Context: an optimization exercise on an open-source flow, tuned for small area. The choices shown serve that exercise and are no tape-out recipe. Where RTL was checked, it was by simulation tests only, not by an equivalence proof against the original. The flow treats the clock pin as an ideal source, which a real chip does not have. No activity file was given, so power comes from the tool's default toggle rates.

## topModule
module topModule (
    input clk,
    input rst,
    input btnL,
    input [1:0] sw,
    input [3:0] JC_cols,
    input btnR,
    output audio_gain,
    output audio_shutdown,
    output audio_out,
    output [3:0] JC_rows,
    output [3:0] an,
    output reg [6:0] seg
);
For scale: roughly 28 I/O pins, ~4200 µm² of cells after synthesis.
Settings: LEC_CHECK=0, CAP_MARGIN=20, CORE_MARGIN=2, CORE_UTILIZATION=40, SLEW_MARGIN=20; clock period 10.0 ns.
standard.sh (not shown) runs the stock make flow with config.mk's settings and CLKGATE_MAP_FILE= SYNTH_SCRIPT=/design/flow/synth_recipe.tcl, a recipe that flattens the netlist after the stock synthesis.
==> flow/flow/run.sh <==
#!/bin/bash
# Own layout flow: the standard layout (standard.sh), with three changes:
#  - synthesis runs the standard flow's synthesis script (synth_recipe.tcl) unchanged, except that the final
#    ABC technology mapping tries each flow/abc_*.script (area mappings, no buffering or
#    upsizing) instead of ORFS's speed script and keeps the smallest result; registers and
#    their names are not affected;
#  - buffer_ports puts a sky130_fd_sc_hd__buf_1 on every input and output port;
#  - clock tree synthesis uses clkbuf cells from CTS_BUFS and inserts no dummy loads.
# Each tool's output is in orfs/logs/; make's full output is in own_flow.log.
set -euo pipefail
W=$(pwd)
CTS_BUFS=${CTS_BUFS:-sky130_fd_sc_hd__clkbuf_4 sky130_fd_sc_hd__clkbuf_8}
CTS_EXTRA=${CTS_EXTRA:-}
{
  # ABC maps the logic with each of flow/abc_*.script in turn; the smallest result is kept.
  printf 'proc abc {args} {\n'
  printf '  set i [lsearch -exact $args -script]\n'
  printf '  set lib [lindex $args [expr {[lsearch -exact $args -liberty] + 1}]]\n'
  printf '  yosys design -save own_pre_abc\n'
  printf '  set best ""\n'
  printf '  set best_area 1e30\n'
  printf '  foreach s [lsort [glob {%s/flow/abc_*.script}]] {\n' "$W"
  printf '    yosys design -load own_pre_abc\n'
  printf '    set a $args\n'
  printf '    if {$i >= 0} { lset a [expr {$i + 1}] $s }\n'
  printf '    yosys abc {*}$a\n'
  printf '    yosys tee -q -o {%s/own_area.txt} stat -liberty $lib\n' "$W"
  printf '    set f [open {%s/own_area.txt}]\n' "$W"
  printf '    set t [read $f]\n'
  printf '    close $f\n'
  printf '    regexp {Chip area for module [^:]*: +([0-9.]+)} $t -> area\n'
  printf '    puts "own flow: abc script $s gives area $area"\n'
  printf '    if {$area < $best_area} { set best_area $area; set best $s }\n'
  printf '  }\n'
  printf '  yosys design -load own_pre_abc\n'
  printf '  if {$i >= 0} { lset args [expr {$i + 1}] $best }\n'
  printf '  puts "own flow: abc $args"\n'
  printf '  yosys abc {*}$args\n'
  printf '}\n'
  cat synth_recipe.tcl
} > own_synth.tcl
sed -E "s#SYNTH_SCRIPT=[^ ]*#SYNTH_SCRIPT=$W/own_synth.tcl#" standard.sh > own_standard.sh
grep -q "SYNTH_SCRIPT=$W/own_synth.tcl" own_standard.sh
export BUFFER_PORTS_ARGS="-buffer_cell sky130_fd_sc_hd__buf_1"
if [[ -f flow/pre_cts.tcl ]]; then export PRE_CTS_TCL=$W/flow/pre_cts.tcl; fi
export CTS_ARGS="-sink_clustering_enable -repair_clock_nets -buf_list {$CTS_BUFS} -dont_use_dummy_load $CTS_EXTRA"
bash own_standard.sh > own_flow.log 2>&1
Other scripts of this flow, unchanged in this note and not shown: flow/flow/abc_a3.script, flow/flow/abc_a6.script, flow/flow/abc_b4.script, flow/flow/abc_c4.script, flow/flow/abc_c6.script
Rerun with:
--- a/flow/design.v
+++ b/flow/design.v
@@ -17,37 +17,30 @@
     reg [5:0] c50;
     reg       k1;
     reg [2:0] d5;
     reg       dp;
     wire w50  = c50[5] & c50[4] & c50[0];       
     wire w100 = w50 & k1;                       
     wire tick = w100 & ~dp;                     
     wire ge25 = c50 >= 6'd25;
     wire k4 = ((d5 == 3'd1) & (k1 | ge25)) | ((d5 == 3'd2) & ~k1) |
               ((d5 == 3'd3) & k1 & ge25) | (d5 == 3'd4);
     always @(posedge clk) begin
         if (rst) begin
-            c50 <= 0; k1 <= 0; d5 <= 3'd0; dp <= 0;
+            c50 <= 0; k1 <= 0; d5 <= 0; dp <= 0;
         end else begin
             c50 <= w50 ? 6'd0 : c50 + 6'd1;
             if (w50) k1 <= ~k1;
             if (w100) begin
-                case (d5)
-                    3'd0: d5 <= 3'd1;
-                    3'd1: d5 <= 3'd2;
-                    3'd2: d5 <= 3'd3;
-                    3'd3: d5 <= 3'd4;
-                    3'd4: d5 <= 3'd0;
-                    default: d5 <= 3'd0;
-                endcase
+                d5 <= d5[2] ? 3'd0 : d5 + 3'd1;
                 dp <= ~dp;
             end
         end
     end
     reg rl;
     always @(posedge clk) begin
         if (rst) rl <= 1'b1;
         else if (tick) rl <= 1'b0;
     end
     reg [1:0]  status;       
     reg [2:0]  ctr;
     reg [1:0]  pend;         
@@ -89,45 +82,45 @@
     wire kev = en & edge_;
     wire wr = kev & isdig & ~ctr[2];
     wire wr0 = wr & (ctr[1:0] == 2'd0);
     wire wr1 = wr & (ctr[1:0] == 2'd1);
     wire wr2 = wr & (ctr[1:0] == 2'd2);
     wire wr3 = wr & (ctr[1:0] == 2'd3);
     always @(posedge clk) begin
         if (rst) begin
             scan <= 1'b0;
             rr <= 2'd0;
             db <= 5'b01011;
             ctr <= 3'd7;             
-            pend <= 2'd1;
+            pend <= 2'd3;
             validPin <= 0;
         end else begin
             if (en) begin
                 db <= !pressed ? 5'b01011 : (dbmax ? db : {db[3:0], db[4] ^ db[1]});
                 if (!pressed)
                 begin
                     scan <= 1'b1;
                     rr <= rr + {1'b0, scan};
                 end
                 validPin <= edge_ & isE & ctr[2];
             end
             if (tick) begin
                 case (pend)
-                    2'd2: ctr <= ctr + 3'd1;
-                    2'd3: ctr <= ctr - 3'd1;
-                    2'd1: ctr <= 3'd0;
+                    2'd1: ctr <= ctr + 3'd1;
+                    2'd2: ctr <= ctr - 3'd1;
+                    2'd3: ctr <= 3'd0;
                     default: ;
                 endcase
-                pend <= ~kev ? 2'd0 : (isdig & ~ctr[2]) ? 2'd2 : (isC | (isE & ctr[2])) ? 2'd1 :
-                        isD ? 2'd3 : 2'd0;
+                pend <= ~kev ? 2'd0 : (isdig & ~ctr[2]) ? 2'd1 : (isC | (isE & ctr[2])) ? 2'd3 :
+                        isD ? 2'd2 : 2'd0;
             end
         end
     end
     wire [7:0] cpH_rot = {cpH[6:0], cpH[7] & ~rl};
     wire [7:0] cpL_rot = {cpL[6:0], cpL[7] & ~rl};
     wire [7:0] cpH_wr = {dv[2:0], dv[3], dv[2:0], dv[3]};   
     wire [7:0] wmH = {{3{wr0}}, wr1, {3{wr1}}, wr0};
     wire [7:0] wmL = {{3{wr2}}, wr3, {3{wr3}}, wr2};
     always @(posedge clk) begin
         cpH <= (wmH & cpH_wr) | (~wmH & cpH_rot);
         cpL <= (wmL & cpH_wr) | (~wmL & cpL_rot);
     end
After rerunning:
- maximum frequency came out higher slightly
- total power stays flat
- via count stays the same
- design area increases slightly
- die area goes up slightly
No functional check of the RTL was part of the first run of this note.

========
topModule, a different RTL version from the one above (not shown whole).
For scale: roughly 28 I/O pins, ~4200 um^2 of cells after synthesis.
==> flow/design.v (excerpt) <==
module topModule (
    input clk,
    input rst,
    input btnL,
    input [1:0] sw,
    input [3:0] JC_cols,
    input btnR,
    output audio_gain,
    output audio_shutdown,
    output audio_out,
    output [3:0] JC_rows,
    output [3:0] an,
    output reg [6:0] seg
);
Settings: LEC_CHECK=0, CAP_MARGIN=20, CORE_MARGIN=2, CORE_UTILIZATION=40, SLEW_MARGIN=20; clock period 10.0 ns.
==> flow/flow/abc_a3.script <==
strash
dch
amap
topo
==> flow/flow/abc_a6.script <==
strash
&get -n
&st
&syn2
&dch
&nf
&put
strash
dch
map -a
==> flow/flow/abc_b4.script <==
strash
dch
amap
strash
dch
amap
topo
==> flow/flow/abc_c4.script <==
strash
balance
rewrite
refactor
balance
rewrite -z
refactor -z
balance
dch
amap
topo
==> flow/flow/abc_c6.script <==
strash
rewrite
refactor
resub
dch
amap
topo
Scripts as last shown in full above: flow/flow/run.sh
The baseline finished with timing, DRC and antenna clean.
Edit:
--- a/flow/design.v
+++ b/flow/design.v
@@ -19,26 +19,26 @@
     reg [2:0] d5;
     reg       dp;
     wire w50  = c50[5] & c50[4] & c50[0];       
     wire w100 = w50 & k1;                       
     wire tick = w100 & ~dp;                     
     wire ge25 = c50 >= 6'd25;
-    wire k4 = ((d5 == 3'd1) & (k1 | ge25)) | ((d5 == 3'd3) & ~k1) |
-              ((d5 == 3'd2) & k1 & ge25) | (d5 == 3'd4);
+    wire k4 = ((d5 == 3'd1) & (k1 | ge25)) | ((d5 == 3'd2) & ~k1) |
+              ((d5 == 3'd3) & k1 & ge25) | (d5 == 3'd4);
     always @(posedge clk) begin
         if (rst) begin
             c50 <= 0; k1 <= 0; d5 <= 3'd0; dp <= 0;
         end else begin
             c50 <= w50 ? 6'd0 : c50 + 6'd1;
             if (w50) k1 <= ~k1;
             if (w100) begin
                 case (d5)
                     3'd0: d5 <= 3'd1;
-                    3'd1: d5 <= 3'd3;
-                    3'd3: d5 <= 3'd2;
-                    3'd2: d5 <= 3'd4;
+                    3'd1: d5 <= 3'd2;
+                    3'd2: d5 <= 3'd3;
+                    3'd3: d5 <= 3'd4;
                     3'd4: d5 <= 3'd0;
                     default: d5 <= 3'd0;
                 endcase
                 dp <= ~dp;
             end
         end
Result: Combinational power barely changes; cell area came out higher by 0.30%; routed wire length climbs by about 1%; utilization barely changes; fmax went down by 5.7%; setup slack is worse by 0.27 ns.
Function was not checked in any run of this note: the RTL went through the layout flow alone.

========
rev 12:
topModule, a different RTL version from the one above (not shown whole).
For scale: roughly 570 cells after synthesis, roughly 110 flip-flops, roughly 28 I/O pins, ~4600 sq um of cells after synthesis.
==> flow/config.mk <==
export PLATFORM = sky130hd
export DESIGN_NAME = topModule
export DESIGN_NICKNAME = topModule
export VERILOG_FILES = /design/flow/design.v
export SDC_FILE = /design/flow/constraint.sdc
export NUM_CORES = 4
export LEC_CHECK = 0
export CAP_MARGIN = 20
export CORE_MARGIN = 2
export CORE_UTILIZATION = 40
export SLEW_MARGIN = 20
==> flow/constraint.sdc <==
create_clock -name core_clock -period 10.0 [get_ports {clk}]
set_input_delay 2.0000 -clock core_clock [delete_from_list [all_inputs] [get_ports {clk}]]
set_output_delay 2.0000 -clock core_clock [all_outputs]
set_load 0.01 [all_outputs]
==> flow/flow/run.sh <==
#!/bin/bash
# Own layout flow: the standard layout (standard.sh), with three changes:
#  - synthesis runs the standard flow's synthesis script (synth_recipe.tcl) unchanged, except that the final
#    ABC technology mapping uses flow/abc.script (area mapping, no buffering or upsizing)
#    instead of ORFS's speed script; registers and their names are not affected;
#  - buffer_ports puts a sky130_fd_sc_hd__buf_1 on every input and output port;
#  - clock tree synthesis uses clkbuf cells from CTS_BUFS and inserts no dummy loads.
# Each tool's output is in orfs/logs/; make's full output is in own_flow.log.
set -euo pipefail
W=$(pwd)
CTS_BUFS="sky130_fd_sc_hd__clkbuf_4 sky130_fd_sc_hd__clkbuf_8"
CTS_EXTRA=""
{
  printf 'proc abc {args} {\n'
  printf '  set i [lsearch -exact $args -script]\n'
  printf '  if {$i >= 0} { lset args [expr {$i + 1}] {%s/flow/abc.script} }\n' "$W"
  printf '  puts "own flow: abc $args"\n'
  printf '  yosys abc {*}$args\n'
  printf '}\n'
  cat synth_recipe.tcl
} > own_synth.tcl
sed -E "s#SYNTH_SCRIPT=[^ ]*#SYNTH_SCRIPT=$W/own_synth.tcl#" standard.sh > own_standard.sh
grep -q "SYNTH_SCRIPT=$W/own_synth.tcl" own_standard.sh
export BUFFER_PORTS_ARGS="-buffer_cell sky130_fd_sc_hd__buf_1"
export CTS_ARGS="-sink_clustering_enable -repair_clock_nets -buf_list {$CTS_BUFS} -dont_use_dummy_load $CTS_EXTRA"
bash own_standard.sh > own_flow.log 2>&1
==> flow/flow/abc.script <==
strash
&get -n
&st
&syn2
&dch
&nf
&put
strash
dch
map -a
Rev 12 did not stop at any stage, and its layout met the timing, design-rule and antenna checks.
Edits applied to the flow inputs when going from rev 12 to rev 13:
--- a/flow/design.v
+++ b/flow/design.v
@@ -179,66 +179,34 @@
         case (slot)
             2'd0: dig = cpH[7:4];
             2'd1: dig = cpH[3:0];
             2'd2: dig = cpL[7:4];
             default: dig = cpL[3:0];
         endcase
     end
     wire has  = (pctr > {1'b0, slot});    
     wire has0 = (pctr != 3'd0);
-    reg [4:0] nled;
-    always @(*) begin
-        if (status == 2'd1) begin
-            case (slot)
-                2'd0: nled = 5'b00000;
-                2'd1: nled = 5'b01100;
-                2'd2: nled = 5'b01101;
-                default: nled = 5'b01110;
-            endcase
-        end else if (status == 2'd2 && adj_set) begin
-            case (slot)
-                2'd0: nled = 5'b10101;
-                2'd1: nled = 5'b01101;
-                2'd2: nled = 5'b10110;
-                default: nled = 5'b10111;
-            endcase
-        end else if (has)
-            nled = {1'b0, dig};
-        else if (has0)
-            nled = 5'b01111;
-        else if (status == 2'd0) begin
-            case (slot)
-                2'd0: nled = 5'b01010;
-                2'd1: nled = 5'b00000;
-                2'd2: nled = 5'b10000;
-                default: nled = 5'b01011;
-            endcase
-        end else begin
-            case (slot)
-                2'd0: nled = 5'b10100;
-                2'd1: nled = 5'b01011;
-                default: nled = 5'b10111;
-            endcase
-        end
-    end
+    wire isword = (status == 2'd1) | ((status == 2'd2) & adj_set) | ~has0;
+    wire [1:0] wcode = {status[1], (status == 2'd0) | (status[1] & ~adj_set)};
+    wire [4:0] nled = isword ? {1'b1, slot, wcode} : (has ? {1'b0, dig} : 5'b01111);
     always @(posedge clk) begin
         if (rst) begin
             slot <= 2'd0;
             led <= 0;
             adj_set <= 0;
         end else if (tick) begin
             if (status != 2'd2) adj_set <= 0;
             else if (validPin) adj_set <= 1;
             slot <= slot + 2'd1;
             led <= nled;
         end
     end
     always @(*) begin
-        seg[6] = (led[3] & led[1]) | (led[4] & led[1]) | (~led[3] & ~led[2] & ~led[1] & led[0]) | (~led[4] & ~led[3] & led[2] & ~led[1] & ~led[0]);
-        seg[5] = ~((~led[2] & led[0]) | (~led[4] & ~led[1] & ~led[0]) | (~led[4] & ~led[3] & ~led[2]) | (led[4] & led[2] & ~led[1]) | (~led[4] & ~led[3] & led[1] & led[0]));
-        seg[4] = (led[4] & led[1]) | (led[3] & led[2] & ~led[1]) | (~led[2] & led[1] & ~led[0]) | (led[4] & ~led[2]) | (led[3] & led[2] & led[0]);
-        seg[3] = (led[2] & ~led[1] & ~led[0]) | (led[2] & led[1] & led[0]) | (led[3] & led[2] & led[1]) | (~led[3] & ~led[2] & ~led[1] & led[0]);
-        seg[2] = (~led[3] & led[0]) | (~led[2] & ~led[1] & led[0]) | (led[2] & led[1] & led[0]) | (~led[4] & ~led[3] & led[2] & ~led[1]);
-        seg[1] = (led[1] & led[0]) | (~led[3] & ~led[2] & led[1]) | (~led[3] & ~led[2] & led[0]) | (led[3] & led[2] & led[1]);
-        seg[0] = (~led[3] & ~led[2] & ~led[1]) | (~led[3] & led[2] & led[1] & led[0]) | (led[3] & ~led[2] & led[1] & ~led[0]);
+        seg[6] = (led[3] & led[2]) | (led[3] & led[1]) | (~led[3] & ~led[2] & ~led[1] & led[0]) | (~led[4] & led[2] & ~led[1] & ~led[0]) | (led[4] & led[2] & led[1] & led[0]);
+        seg[5] = ~((~led[4] & ~led[2]) | (~led[3] & ~led[1] & ~led[0]) | (~led[3] & led[1] & led[0]) | (led[4] & led[2] & ~led[1] & led[0]));
+        seg[4] = (led[3] & led[1]) | (led[4] & led[3] & ~led[2]) | (led[4] & ~led[3] & led[2] & ~led[0]) | (~led[4] & ~led[2] & led[1] & ~led[0]) | (led[4] & ~led[2] & ~led[1] & led[0]);
+        seg[3] = (led[3] & led[2] & led[1]) | (led[2] & ~led[1] & ~led[0]) | (led[4] & ~led[2] & led[1] & led[0]) | (~led[4] & led[2] & led[1] & led[0]) | (~led[4] & ~led[3] & ~led[2] & ~led[1] & led[0]);
+        seg[2] = (~led[4] & led[0]) | (led[3] & led[2] & led[1]) | (~led[4] & led[2] & ~led[1]) | (led[3] & led[1] & led[0]) | (led[4] & ~led[3] & ~led[2] & led[1] & ~led[0]);
+        seg[1] = (led[3] & led[2]) | (~led[4] & ~led[2] & led[1]) | (led[2] & led[1] & led[0]) | (led[3] & led[1] & led[0]) | (~led[4] & ~led[3] & ~led[2] & led[0]);
+        seg[0] = (~led[3] & ~led[2] & ~led[1]) | (led[4] & led[3] & ~led[2] & led[0]) | (led[4] & led[3] & led[2] & led[1]) | (led[4] & ~led[3] & ~led[1] & led[0]) | (~led[4] & ~led[3] & led[2] & led[1] & led[0]);
     end
 endmodule
==> results.txt <==
Rev 13 finished end to end and its layout was clean on timing, DRC and antenna.
Any difference in utilization between rev 13 and rev 12 is small enough to ignore.
Signed area change from the synthesized netlist to the final layout: rev 12 vs rev 13 — no meaningful difference
[compare] base=rev 12 new=rev 13: met3 track demand over resource in global routing rose by 0.62 points, number of buffers and inverters on the critical path went up by 5, cell count along the critical path increased 7, length of routed met2 wiring has remained practically unchanged, cell area power density increased by 0.87% relative to the old numbers.
For the synthesized-area fraction occupied by adder cells, rev 13 came in 0.73 points lower than rev 12 did.
Compared rev 13 against rev 12; total power within noise.
Compared rev 12 against rev 13; sequential logic power within noise.
Rev 12 -> rev 13: routed length on met1 increased slightly
Looking at static leakage across rev 12 and rev 13, the one that comes out higher is rev 13.
Function not checked in rev 13: the RTL went through the layout flow alone.

## re-timing with driven ports
How much do the figures lean on ideal ports? The routed layouts below were timed once more, with nothing changed but the port constraints.
Step 1 (the two cells are an assumption about what drives the block):
set clk [get_ports {clk}]
set_driving_cell -lib_cell sky130_fd_sc_hd__clkbuf_16 $clk
set_driving_cell -lib_cell sky130_fd_sc_hd__buf_2 [delete_from_list [all_inputs] $clk]
Step 2 times the ports against the registers' clock, not the clock port: input delays grow and output delays shrink by t, the midpoint of the rising clock arrivals with the driver on.
Slacks: ideal / step 1 / step 2; pairs: ideal / step 1.
run | t, ns | slack for setup (ns) | worst register clock-pin slew, ns | cell pins on the clock port's net
the first run of note 1 | 0.381 | 5.774 / 5.742 / 5.618 | 0.10 / 0.10 | 1
the second run of note 1 | 0.382 | 5.850 / 5.817 / 5.602 | 0.10 / 0.10 | 1
the first run of note 2 | 0.375 | 5.510 / 5.510 / 5.368 | 0.11 / 0.11 | 1
the second run of note 2 | 0.375 | 5.236 / 5.236 / 5.236 | 0.10 / 0.10 | 1
rev 12 | 0.387 | 5.832 / 5.801 / 5.834 | 0.10 / 0.10 | 1
rev 13 | 0.390 | 5.267 / 5.275 / 4.884 | 0.11 / 0.11 | 1
After both steps every run listed still meets setup and hold. The setup slack of rev 13, which loses most, moves by +0.008 ns with the drivers and by -0.383 ns with both steps.
